What follows belongs to an exercise in optimizing a design on an open flow for small area, a short achievable clock period and few clock cycles; a production flow would make more cautious choices.
Only simulation tests tie the RTL to the original design; equivalence was not proved.
Power and IR drop assume default switching activity.

==> flow/config.mk <==
export PLATFORM = sky130hd
export DESIGN_NAME = KGP_RISC
export DESIGN_NICKNAME = KGP_RISC
export VERILOG_FILES = /design/flow/design.v
export SDC_FILE = /design/flow/constraint.sdc
export NUM_CORES = 4
export LEC_CHECK = 0
export CAP_MARGIN = 20
export CORE_MARGIN = 2
export CORE_UTILIZATION = 40
export SLEW_MARGIN = 20
==> flow/constraint.sdc <==
create_clock -name core_clock -period 40.0 [get_ports {clk}]
set_input_delay 8.0000 -clock core_clock [delete_from_list [all_inputs] [get_ports {clk}]]
set_output_delay 8.0000 -clock core_clock [all_outputs]
set_load 0.01 [all_outputs]
==> flow/design.v <==
`timescale 1ns / 1ps
module MUX_2x1(
    input [31:0] in1,
    input [31:0] w1,
    input s,
    output [31:0] out
    );
	 assign out=s?w1:in1;
endmodule
`timescale 1ns / 1ps
module hybrid_adder(
    input [31:0] a,
    input [31:0] b,
    output [31:0] sum,
    output cout
    );
	 wire cin = 0;  
	 wire [7:0] c;			 
	 four_bit_CLA_adder Adder1(a[3:0], b[3:0], cin, sum[3:0], c[0]); 
	 four_bit_CLA_adder Adder2(a[7:4], b[7:4], c[0], sum[7:4], c[1]); 
	 four_bit_CLA_adder Adder3(a[11:8], b[11:8], c[1], sum[11:8], c[2]);
	 four_bit_CLA_adder Adder4(a[15:12], b[15:12], c[2], sum[15:12], c[3]);
	 four_bit_CLA_adder Adder5(a[19:16], b[19:16], c[3], sum[19:16], c[4]);
	 four_bit_CLA_adder Adder6(a[23:20], b[23:20], c[4], sum[23:20], c[5]);
	 four_bit_CLA_adder Adder7(a[27:24], b[27:24], c[5], sum[27:24], c[6]);
	 four_bit_CLA_adder Adder8(a[31:28], b[31:28], c[6], sum[31:28], cout);
endmodule
module four_bit_CLA_adder(input [3:0]a, input [3:0]b, input cin, output [3:0]sum, output cout);
	 wire [3:0]G,P,C; 	 
	 assign G = a&b; 		 
	 assign P = a^b;		 
	 assign C[0] = cin; 	 
	 assign C[1]=G[0] + (P[0]&C[0]);
	 assign C[2]=G[1] + (P[1]&G[0]) + (P[1]&P[0]&cin);
	 assign C[3]=G[2] + (P[2]&G[1]) + (P[2]&P[1]&G[0]) +  (P[2]&P[1]&P[0]&cin);
	 assign cout=G[3]+ (P[3]&G[2]) + (P[3]&P[2]&G[1]) +  (P[3]&P[2]&P[1]&G[0]) + (P[3]&P[2]&P[1]&P[0]&cin);	 
	 assign sum = P^C;
endmodule
`timescale 1ns / 1ps
module twos_complement(
    input [31:0] inp1,
    output [31:0] out
    );
	 wire c;
	 hybrid_adder HA1(~inp1,32'd1,out,c);
endmodule
`timescale 1ns / 1ps
module twos_complement_64(
    input [63:0] inp1,
    output [63:0] out
    );
	 wire c;	 
	 assign out = ~inp1 + 64'd1;
endmodule
`timescale 1ns / 1ps
module Barrel_Shifter(
   input [31:0] in,
	input [4:0] shamt,
	input dir,
	output [31:0] out
	);
	 wire [31:0] w1;
	 wire [31:0] w2;
	 wire [31:0] w3;
	 wire [31:0] w4;
	 wire [31:0] w5;
	 wire [31:0] out1;
	 wire [31:0] out2;
	 wire [31:0] out3;
	 wire [31:0] out4;
	 assign w1=dir?{in[15:0],16'b0}:{16'b0,in[31:16]};
	 MUX_2x1 M1(in,w1,shamt[4],out1);
	 assign w2=dir?{out1[23:0],8'b0}:{8'b0,out1[31:8]};
	 MUX_2x1 M2(out1,w2,shamt[3],out2);
	 assign w3=dir?{out2[27:0],4'b0}:{4'b0,out2[31:4]};
	 MUX_2x1 M3(out2,w3,shamt[2],out3);
	 assign w4=dir?{out3[29:0],2'b0}:{2'b0,out3[31:2]};
	 MUX_2x1 M4(out3,w4,shamt[1],out4);
	 assign w5=dir?{out4[30:0],1'b0}:{1'b0,out4[31:1]};
	 MUX_2x1 M5(out4,w5,shamt[0],out);
endmodule
`timescale 1ns / 1ps
module Arithmetic_Barrel_Right_Shifter(
   input [31:0] in,
	input [4:0] shamt,
	output [31:0] out
	);
	 wire [31:0] w1;
	 wire [31:0] w2;
	 wire [31:0] w3;
	 wire [31:0] w4;
	 wire [31:0] w5;
	 wire [31:0] out1;
	 wire [31:0] out2;
	 wire [31:0] out3;
	 wire [31:0] out4;
	 assign w1=in[31]?{16'b1111111111111111,in[31:16]}:{16'b0,in[31:16]};
	 MUX_2x1 M1(in,w1,shamt[4],out1);
	 assign w2=out1[31]?{8'b11111111,out1[31:8]}:{8'b0,out1[31:8]};
	 MUX_2x1 M2(out1,w2,shamt[3],out2);
	 assign w3=out2[31]?{4'b1111,out2[31:4]}:{4'b0,out2[31:4]};
	 MUX_2x1 M3(out2,w3,shamt[2],out3);
	 assign w4=out3[31]?{2'b11,out3[31:2]}:{2'b0,out3[31:2]};
	 MUX_2x1 M4(out3,w4,shamt[1],out4);
	 assign w5=out4[31]?{1'b1,out4[31:1]}:{1'b0,out4[31:1]};
	 MUX_2x1 M5(out4,w5,shamt[0],out);
endmodule
`timescale 1ns / 1ps
module Combinational_32x32_Multiplier(
   input [31:0] inp1,
	input [31:0] inp2,
	output [63:0] result
		 );
	parameter size = 32;   
	wire [(2*size*size)-1:0] p;         
	genvar i;        
	assign p[(2*size)-1 : 0] = inp1[0] ? inp2 : 0;   
	generate          
	for (i = 1; i < size; i = i+1)      
		begin: branch
			assign p[(size*(4+(2*(i-1))))-1 : (size*2)*i] = (inp1[i]? inp2<<i :0)+ p[(size*(4+(2*(i-2))))-1:(size*2)*(i-1)];      
		end
	endgenerate
	assign result=p[(2*size*size)-1:(2*size)*(size-1)];      
endmodule
`timescale 1ns / 1ps
module ALU(
    input clk,
    input reset,
    input en,
    input [31:0] ALU_inp1,
    input [31:0] ALU_inp2,
    input [2:0] opcode,
    input [3:0] fcode,
    output reg [31:0] ALUout,
    output reg [31:0] ALU_extout,
    output reg carryFlag,
    output reg zeroFlag,
    output reg signFlag,
    output reg overflowFlag
    );
reg [31:0] mag1, mag2;
reg c_n, z_n, s_n, v_n, f_we;
wire w_c31;
wire [31:0] in1;
wire [31:0] in2;
wire [31:0] w_sum_out;
wire [31:0] sr,sl,as;   
wire [63:0] p, p_comp, p_unsigned;  
wire [31:0] inp1_comp, inp2_comp;
twos_complement C1 (ALU_inp1,inp1_comp);
twos_complement C2 (ALU_inp2,inp2_comp);
always @(*) begin
    mag1 = (ALU_inp1[31]) ? inp1_comp : ALU_inp1;
    mag2 = (ALU_inp2[31]) ? inp2_comp : ALU_inp2;
end
assign in1 = mag1;
assign in2 = mag2;
hybrid_adder HA(ALU_inp1,ALU_inp2,w_sum_out,w_c31);
Barrel_Shifter BSR(ALU_inp1,ALU_inp2[4:0],1'b0,sr);
Barrel_Shifter BSL(ALU_inp1,ALU_inp2[4:0],1'b1,sl);
Arithmetic_Barrel_Right_Shifter ABRS(ALU_inp1, ALU_inp2[4:0], as);
Combinational_32x32_Multiplier Mult_32x32(in1, in2, p);
Combinational_32x32_Multiplier Mult_32x32_unsigned(ALU_inp1, ALU_inp2, p_unsigned);
twos_complement_64 C3(p, p_comp);
always @(*)
    begin
        f_we = 1'b1;
        c_n = 1'b0;
        v_n = 1'b0;
        z_n = 1'b0;
        s_n = 1'b0;
        ALUout = 32'b0;
        ALU_extout = 32'b0;
        case(opcode)
            3'b000: begin
                    case(fcode)
                        4'b0000: ALUout=ALU_inp1^ALU_inp2;
                        4'b0001: ALUout=ALU_inp1&ALU_inp2;
                        4'b0010: ALUout=inp2_comp;
                        4'b0011: begin
                            ALUout = w_sum_out;
                            c_n=w_c31;
                            v_n=w_c31^w_sum_out[31]^ALU_inp1[31]^ALU_inp2[31];
                        end
                        4'b0100, 4'b0110: ALUout=sl;
                        4'b0101, 4'b0111: ALUout=sr;
                        4'b1000, 4'b1001: ALUout=as;
                        4'b1011: begin
                            z_n=(p==0)?1'b1:1'b0;
                            s_n=(p==0)?1'b0:(ALU_inp1[31]^ALU_inp2[31]);
                            {ALU_extout, ALUout}=(s_n)? p_comp : p;
                        end
                        4'b1010: begin
                            {ALU_extout, ALUout} = p_unsigned;
                            z_n=(p_unsigned==0)?1'b1:1'b0;
                        end
                        default: f_we = 1'b0;
                    endcase
                end
             3'b001:
                begin
                    case(fcode)             
                        4'b0000: begin                
                            ALUout = w_sum_out;
                            c_n=w_c31;
                            v_n=w_c31^w_sum_out[31]^ALU_inp1[31]^ALU_inp2[31];
                        end
                        4'b0001: ALUout=inp2_comp;       
                        default: f_we = 1'b0;
                    endcase
                end
            default: f_we = 1'b0;
        endcase
        if (f_we && !(opcode==3'b000 && (fcode==4'b1010 || fcode==4'b1011))) begin
            z_n=(ALUout==0)?1'b1:1'b0;
            s_n=ALUout[31];
        end
    end
always @(posedge clk)
    begin
        if (reset) begin
            carryFlag <= 1'b0;
            zeroFlag <= 1'b0;
            signFlag <= 1'b0;
            overflowFlag <= 1'b0;
        end
        else if (en && f_we) begin
            carryFlag <= c_n;
            zeroFlag <= z_n;
            signFlag <= s_n;
            overflowFlag <= v_n;
        end
    end
endmodule
`timescale 1ns / 1ps
module InstrFetch(
	input clk,
	input rst,
	input PC_select,
	input [7:0] branch_PC,
	input [31:0] imem_data,
	output [31:0] instr,
	output [7:0] next_PC,
	output halted
    );
	reg [7:0] pc;
	wire [7:0] npc;
	assign halted = (pc == 8'b11111111);
	assign instr = halted ? 32'hE0000000 : imem_data;	 
	assign next_PC = pc;
	always @(posedge clk)
	begin
		if(rst)
			pc <= 8'b0;		 
		else if(!halted)
			pc <= (PC_select)? branch_PC: npc; 	 
	end
	assign npc = pc + 8'd1; 								 
endmodule
`timescale 1ns / 1ps
module InstDecode( 
    input [31:0] inst,
    output reg [2:0] opcode,
    output reg [4:0] rsAddr,
    output reg [4:0] rtAddr,
    output reg [4:0] shamt,
    output reg [3:0] fcode,
    output reg [21:0] imm,
    output reg [24:0] label,
    output reg ROM_write
    );
always @(*)            
    begin
        if(fcode==4'd1 & opcode==3'd2)
            ROM_write=1;
        else
            ROM_write=0;
    end
always @(*)
    begin
        opcode=inst[31:29];     
        case(opcode)
            3'b000:      
                begin
                rsAddr=inst[28:24];
                rtAddr=inst[23:19];
                shamt=inst[18:14];
                fcode=inst[13:10];
                imm=22'b0;
                label=25'b0;
                end
            3'b001:  
                begin
                rsAddr=inst[28:24];
                rtAddr=5'b0;
                shamt=5'b0;
                fcode={2'b0,inst[1:0]};
                imm=inst[23:2];
                label=25'b0;
                end
            3'b010:
                begin
                rsAddr=inst[28:24];
                rtAddr=inst[23:19];
                shamt=5'b0;
                fcode={3'b0,inst[0]};
                imm={5'b0,inst[18:1]};
                label=25'b0;
                end
            3'b011:   
                begin
                rsAddr=5'b11111;
                rtAddr=5'b0;
                shamt=5'b0;
                fcode=inst[3:0];
                imm=22'b0;
                label=inst[28:4];
                end
            3'b100: 
                begin
                rsAddr=inst[28:24];
                rtAddr=5'b0;
                shamt=5'b0;
                fcode=4'b0;
                imm=22'b0;
                label=25'b0;
                end
            default:             
                begin
                rsAddr=5'b0;
                rtAddr=5'b0;
                shamt=5'b0;
                fcode=4'b0;
                imm=22'b0;
                label=25'b0;
                end
            endcase
    end
endmodule
`timescale 1ns / 1ps
module regBank(
    input reset,
    input clk,
    input RegWrite,
    input ExtWrite,
    input [4:0] wrAddr,
    input [31:0] wrData,
    input [31:0] wrDataExt,
    input [4:0] rdAddrA,
    output [31:0] rdDataA,
    input [4:0] rdAddrB,
    output [31:0] rdDataB,
    output [31:0] rout
  );
    reg [31:0] r[31:0];
    integer i;
    assign rout=r[7];
    assign rdDataA=r[rdAddrA];        
    assign rdDataB=r[rdAddrB];
    always @(posedge clk)             
        begin
        if(reset)
            begin
                for(i=0;i<32;i=i+1)
                    r[i] <= 32'b0;
            end
        else
            begin
                if (RegWrite)
                    r[wrAddr] <= wrData;
                if (ExtWrite)
                    r[19] <= wrDataExt;      
            end
        end
endmodule
`timescale 1ns / 1ps
module writeAddress(
        input [2:0] opcode,
        input [3:0] fcode,
        input [4:0] rsAddr,
        input [4:0] rtAddr,
        input [31:0] ALU_Out,
        input [31:0] ALU_ExtOut,
        input [31:0] ra,
        input [31:0] ROM_Out,
        output reg [4:0] wrAddr,
        output reg RegWrite,
        output reg [31:0] wrData,
        output reg [31:0] wrDataExt,
        output reg ExtWrite
    );
always @(*)
    begin
        wrDataExt = ALU_ExtOut;
        ExtWrite = 1'b0;
        RegWrite = 1'b0;
        wrAddr = 5'b0;
        wrData = 32'b0;
        if(opcode==3'd3)
            begin
            if(fcode==4'd9)
                begin
                    RegWrite = 1'b1;
                    wrAddr = 5'b11111;
                    wrData = ra;
                end
            end
        else if(opcode==3'b000 | opcode==3'b001)
            begin
                RegWrite = 1'b1;
                if(opcode==3'b000 & (fcode==4'b1010 | fcode==4'b1011))
                    begin
                        wrAddr = 5'b10100;
                        ExtWrite = 1'b1;
                    end
                else
                    wrAddr = rsAddr;
                wrData = ALU_Out;
            end
        else if(opcode==3'd2)
            begin
                if(fcode==4'd0)
                    begin
                    RegWrite = 1'b1;
                    wrAddr = rtAddr;
                    wrData = ROM_Out;
                    end
            end
    end
endmodule
`timescale 1ns / 1ps
module assignInputs(
        input [31:0] rsData,
        input [31:0] rtData,
        input [4:0] shamt,
        input [21:0] imm,
        input [2:0] opcode,
        input [3:0] fcode,
        output reg [31:0] ALU_inp1,
        output reg [31:0] ALU_inp2
    );
	always @(*) begin
        if(opcode==3'b0)
            begin 
                ALU_inp1<=rsData;
                if(fcode==4'd4 | fcode==4'd5 | fcode==4'd8)
                    ALU_inp2<={27'b0,shamt};
                else
                    ALU_inp2<=rtData;
            end
        else if(opcode==3'd1)
            begin
                ALU_inp1<=rsData;
                if(imm[21]==1'b1)
                    ALU_inp2<={10'b1111111111,imm};
                else ALU_inp2<={10'b0,imm};
            end
        else
            begin
                ALU_inp1<=0;
                ALU_inp2<=0;
            end
    end
endmodule
`timescale 1ns / 1ps
module branch(
    input [2:0] opcode,
    input [3:0] fcode,
    input [7:0] branch_addr,
    input carryFlag,
    input zeroFlag,
    input overflowFlag,
    input signFlag,
    input [7:0] PC,
    input [7:0] reg_target,      
    output reg [7:0] branch_PC,
    output reg PC_select,
    output [31:0] ra
    );
assign ra = {24'b0, PC + 8'd1};
always @(*)
    begin
        PC_select = 1'b0;
        branch_PC = branch_addr;
        case(opcode)
            3'b011:
                case(fcode)
                    4'd0: PC_select = 1'b1;
                    4'd1: PC_select = zeroFlag;
                    4'd2: PC_select = ~zeroFlag;
                    4'd3: PC_select = carryFlag;
                    4'd4: PC_select = ~carryFlag;
                    4'd5: PC_select = signFlag;
                    4'd6: PC_select = ~signFlag;
                    4'd7: PC_select = overflowFlag;
                    4'd8: PC_select = ~overflowFlag;
                    4'd9: PC_select = 1'b1;
                    4'd10: begin
                        branch_PC = reg_target;
                        PC_select = 1'b1;
                    end
                    default: PC_select = 1'b0;
                endcase
            3'b100: begin
                branch_PC = reg_target;
                PC_select = 1'b1;
            end
            default: PC_select = 1'b0;
        endcase
    end
endmodule
`timescale 1ns / 1ps
module KGP_RISC(
        input clk,
        input reset,
        output [7:0] imem_addr,
        input [31:0] imem_data,
        output [7:0] dmem_addr,
        output [31:0] dmem_wdata,
        output dmem_we,
        input [31:0] dmem_rdata,
        output halted,
        output [15:0] routa
    );
wire [31:0] reg_out;
assign routa = reg_out[15:0];
wire PC_select;	 
wire [7:0] branch_PC;   
wire [2:0] opcode;
wire [4:0] rsAddr,rtAddr,shamt,wrAddr;
wire [7:0] next_PC;
wire [31:0] next_instruction;
wire [3:0] fcode;
wire [21:0] imm;
wire [24:0] label;
wire RegWrite, ExtWrite;
wire ROMWrite;
wire carryFlag,overflowFlag,zeroFlag,signFlag;
wire [31:0] rsData,rtData,wrData,wrDataExt;
wire [31:0] ra;
wire [31:0] rout2;
wire [31:0] ALU_Out,ALU_ExtOut,ALU_inp1,ALU_inp2;
wire [31:0] ROM_Out;
wire [31:0] ROMAddr_Extended;
wire [7:0] ROMAddr;
InstrFetch IF(clk,reset,PC_select,branch_PC,imem_data,next_instruction,next_PC,halted);
assign imem_addr = next_PC;
InstDecode ID(next_instruction, opcode, rsAddr, rtAddr, shamt, fcode, imm, label, ROMWrite );
writeAddress WA(opcode, fcode, rsAddr, rtAddr, ALU_Out, ALU_ExtOut, ra, ROM_Out, wrAddr, RegWrite, wrData, wrDataExt, ExtWrite);
assign reg_out = rout2;
regBank RB(reset, clk, RegWrite, ExtWrite, wrAddr, wrData, wrDataExt, rsAddr, rsData, rtAddr, rtData, rout2);
assignInputs AI(rsData, rtData, shamt, imm, opcode, fcode, ALU_inp1, ALU_inp2 );
ALU alu(clk, reset, 1'b1, ALU_inp1, ALU_inp2, opcode, fcode, ALU_Out, ALU_ExtOut, carryFlag, zeroFlag, signFlag, overflowFlag);
branch B(opcode, fcode, label[7:0], carryFlag, zeroFlag, overflowFlag, signFlag, next_PC, rsData[7:0], branch_PC, PC_select, ra);
assign ROMAddr_Extended=rsData+imm;
assign ROMAddr=ROMAddr_Extended[7:0];
assign dmem_addr = ROMAddr;
assign dmem_wdata = rtData;
assign dmem_we = ROMWrite;
assign ROM_Out = dmem_rdata;
endmodule
==> flow/run.sh <==
#!/bin/bash
# synth_recipe.tcl (not shown) runs the flow's synth.tcl, then flattens the netlist and writes it again
# the make line also repeats each setting of config.mk as NAME=value (left out here)
make -C /OpenROAD-flow-scripts/flow DESIGN_CONFIG=/design/flow/config.mk WORK_HOME=/design/flow/orfs CLKGATE_MAP_FILE= SYNTH_SCRIPT=/design/flow/synth_recipe.tcl finish
==> notes.md <==
==> metrics by stage <==
| stage | hold WS, ps | area [µm²] |
|---|---|---|
| 6_report | 537 | 140000 |
| 4_1_cts | 525 | 139000 |
| 5_1_grt | 546 | 139000 |
| 2_1_floorplan | 473 | 128000 |
| 3_5_place_dp | 502 | 136000 |
| 3_3_place_gp | 512 | 135000 |
==> power groups by stage <==
stage	clock (W)	combinational [W]	sequential, W
after CTS	0.00107	0.00205	0.00126
after global placement	0	0.00204	0.00128
after detailed placement	0	0.00203	0.00128
after global routing	0.00111	0.00223	0.00126
final	0.00108	0.00213	0.00126
after floorplan	0	0.00117	0.00127
==> flip-flops by register name, summed over array words and instances, names as in the netlist <==
name,count
RB.r,1024
alu.overflowFlag,1
alu.zeroFlag,1
alu.signFlag,1
alu.carryFlag,1
IF.pc,8
==> cell usage after synthesis (all sizes together) (159+ instances only) <==
library cell     n  share of area
a21oi          423          0.017
nand2         2302          0.067
clkbuf         853          0.025
nor3           321          0.013
and2           159         0.0078
fa            1759           0.27
a221oi         295          0.020
buf            313          0.012
nand3          610          0.024
edfxtp        1024           0.24
nor2          2075          0.061
xnor2          199          0.014
ha             507          0.049
o221ai         193          0.013
o21ai          357          0.014
inv           1746          0.051
==> cell type report <==
| cell class | count | area share |
|---|---|---|
| diodes | 36 | 0.000646 |
| multi-input cells | 10700 | 0.629 |
| well taps | 4305 | 0.0386 |
| clock inverters | 77 | 0.00657 |
| repair buffers | 582 | 0.0357 |
| inverters | 1755 | 0.0472 |
| clock buffers | 124 | 0.0197 |
| flip-flops and latches | 1036 | 0.222 |
==> logic make-up after synthesis <==
family | share of synthesized area
AO/OA/AOI/OAI | 0.110
buffers and inverters | 0.0882
multiplexers | 0.0173
flip-flops | 0.241
XOR/XNOR | 0.0225
AND/OR/NAND/NOR | 0.197
adder cells (fa/ha/maj) | 0.324
==> final timing paths <==
kind,slack [ps],cells after the start,endpoint,startpoint
max,6100,83,RB.r[10][30],imem_data[31]
max reg2reg,12580,85,RB.r[10][30],IF.pc[0]
min reg2reg,540,1,alu.carryFlag,alu.carryFlag
min,540,1,alu.carryFlag,alu.carryFlag
==> routing by layer <==
| metal | global-route usage | wire [µm] | vias up |
|---|---|---|---|
| met5 | 0.000588 | 327 | - |
| met4 | 0.278 | 56400 | 42 |
| met3 | 0.110 | 78800 | 2105 |
| met2 | 0.536 | 253000 | 8502 |
| met1 | 0.448 | 210000 | 58100 |
| li1 | - | - | 47400 |
==> impl_metrics.csv <==
group,metric,value,unit
status,status,"no timing/DRC/antenna violations",
global_route,grt_max_degree,171,
worst_setup_path,max_stage_delay,890,ps
clocking,numCtsBuffers,106,
cells_and_area,final_cells,18600,
worst_setup_path,critPathLaunchType,"primary input",
logic_synthesis,yosysWarnings,7,
power,switching_share,0.449,
cells_and_area,layout-drive-gt1-share,0.0743,
power,peakVddDrop,0.0388,mV
clocking,cts_resized,0,
logic_synthesis,syn-num-nets,17000,
die,die_width,571,µm
timing,rsz0062_at_grt,"false",
logic_synthesis,ys_async_sr_fraction,0,
clocking,hold_buffers,0,
logic_synthesis,syn_area_per_cell,8.77,µm²
timing,fin_crit_sh,0.848,
worst_setup_path,cp_top_family,"compound AO/OA/AOI/OAI gates",
route,vias_per_cell,6.24,
cells_and_area,synthToLayoutAreaGrowth,8.63,%
cells_and_area,multi_input_area,0.0878,mm²
cells_and_area,fin_util,0.435,
worst_setup_path,slowest_stage,"nor4b_2",
power,sequentialPowerShare,0.282,
worst_hold_path,hold_path_class,"reg -> reg",
worst_setup_path,worstSetupPathType,"in -> reg",
timing,timing.final.max_slew_violations,0,
placed_design,place_ws,6070,ps
worst_setup_path,path_common_cell,"o21ai_0",
global_route,grt_pass1_wl,847,mm
worst_setup_path,end_kind,"flop",
route,routed_wl,599,mm
route,route.detailed.drc,0,
clocking,insertion_delay,790,ps
worst_setup_path,crit_required,40470,ps
logic_synthesis,synth_area,0.128,mm²
global_route,gr-total-overflow,0,
die,dieArea,0.326,mm²
timing,finalCriticalPeriod,33900,ps
placed_design,dp.cells,18400,
global_route,antenna_found_initial,42,
cells_and_area,fill_cells,31400,
timing,fin_tns_setup,0,ps
clocking,cts_tree,"done",
logic_synthesis,ys_seq_area_frac,0.241,
route,drt-pass1-iter-count,9,
worst_setup_path,arrival,34370,ps
cells_and_area,layout_commonest_cell,"nand2_1",
die,start_util,0.401,
logic_synthesis,ys_types,123,
job,max-cap-violations,0,
global_route,grt_usage,0.364,
global_route,first_global_vias,114000,
die,core_area,0.320,mm²
route,wire_per_inst,32.2,µm
route,first_iter_violations,15800,
timing,fmax,29.5,MHz
timing,max_slew_margin,0.0736,
placed_design,place_congestion,1.10,
clocking,clkSinkCount,1036,
logic_synthesis,synth_top_flop_cell,"edfxtp_1",
clocking,clk_pin_slew,70,ps
cells_and_area,final_cell_mix,"2262 x nand2_1, 2019 x nor2_1, 1759 x fa_1",
power,p_leak,52.4,nW
die,die_h,571,µm
timing,setup_slack,6100,ps
logic_synthesis,ys_ff_latch,1036,
die,rows,208,
logic_synthesis,syn_inst,14600,
worst_setup_path,cp_num_buf_inv,9,
cells_and_area,final-seq-area,0.0310,mm²
timing,skew,53.0,ps
power,p_int,0.00246,W
clocking,cts_buffer_depth,3,
route,ant_nets,0,
worst_setup_path,crit_fanout,57,
clocking,cts_setup_buffers,0,
route,vias,116000,
power,p_comb_frac,0.477,
timing,worstMarginPinSlew,1380,ps
timing,setup_violations,0,
placed_design,io_buffer_count,131,
placed_design,dp_hpwl,415,mm
clocking,h-tree-depth,3,
power,power.switching,0.00200,W
power,p_per_area,32.0,mW/mm²
timing,hold_viol,0,
die,io_pins,132,
power,clkPwrFrac,0.241,
logic_synthesis,synth-edff-count,1024,
cells_and_area,nNetsFinal,16500,
clocking,cts-root-buf,"clkbuf_16",
power,finalPower,0.00446,W
Testbench counts, summed over its fixed seeds: cycles 38,576.

[afterwards: timing with drivers on the ports]
Ports are ideal in the flow. The routed layout listed here was re-timed in OpenROAD. Step 1 (the two cells are an assumption about what drives the block):
set clk [get_ports {clk}]
set_driving_cell -lib_cell sky130_fd_sc_hd__clkbuf_16 $clk
set_driving_cell -lib_cell sky130_fd_sc_hd__buf_2 [delete_from_list [all_inputs] $clk]
Step 2 also shifts input and output timing later by t, the mid clock arrival at the registers, as if the neighbouring blocks saw the same clock. a / b / c = ideal / step 1 / step 2; a / b = the first two.
shift t [ns]: 0.841
setup slack, ns: 6.100 / 6.085 / 5.244
clock arrival spread, ns: 0.053 / 0.053
slew at the worst register clock pin (ns): 0.08 / 0.08
After both steps this run still meets setup and hold. The setup slack of this run moves by -0.015 ns with the drivers and by -0.856 ns with both steps.
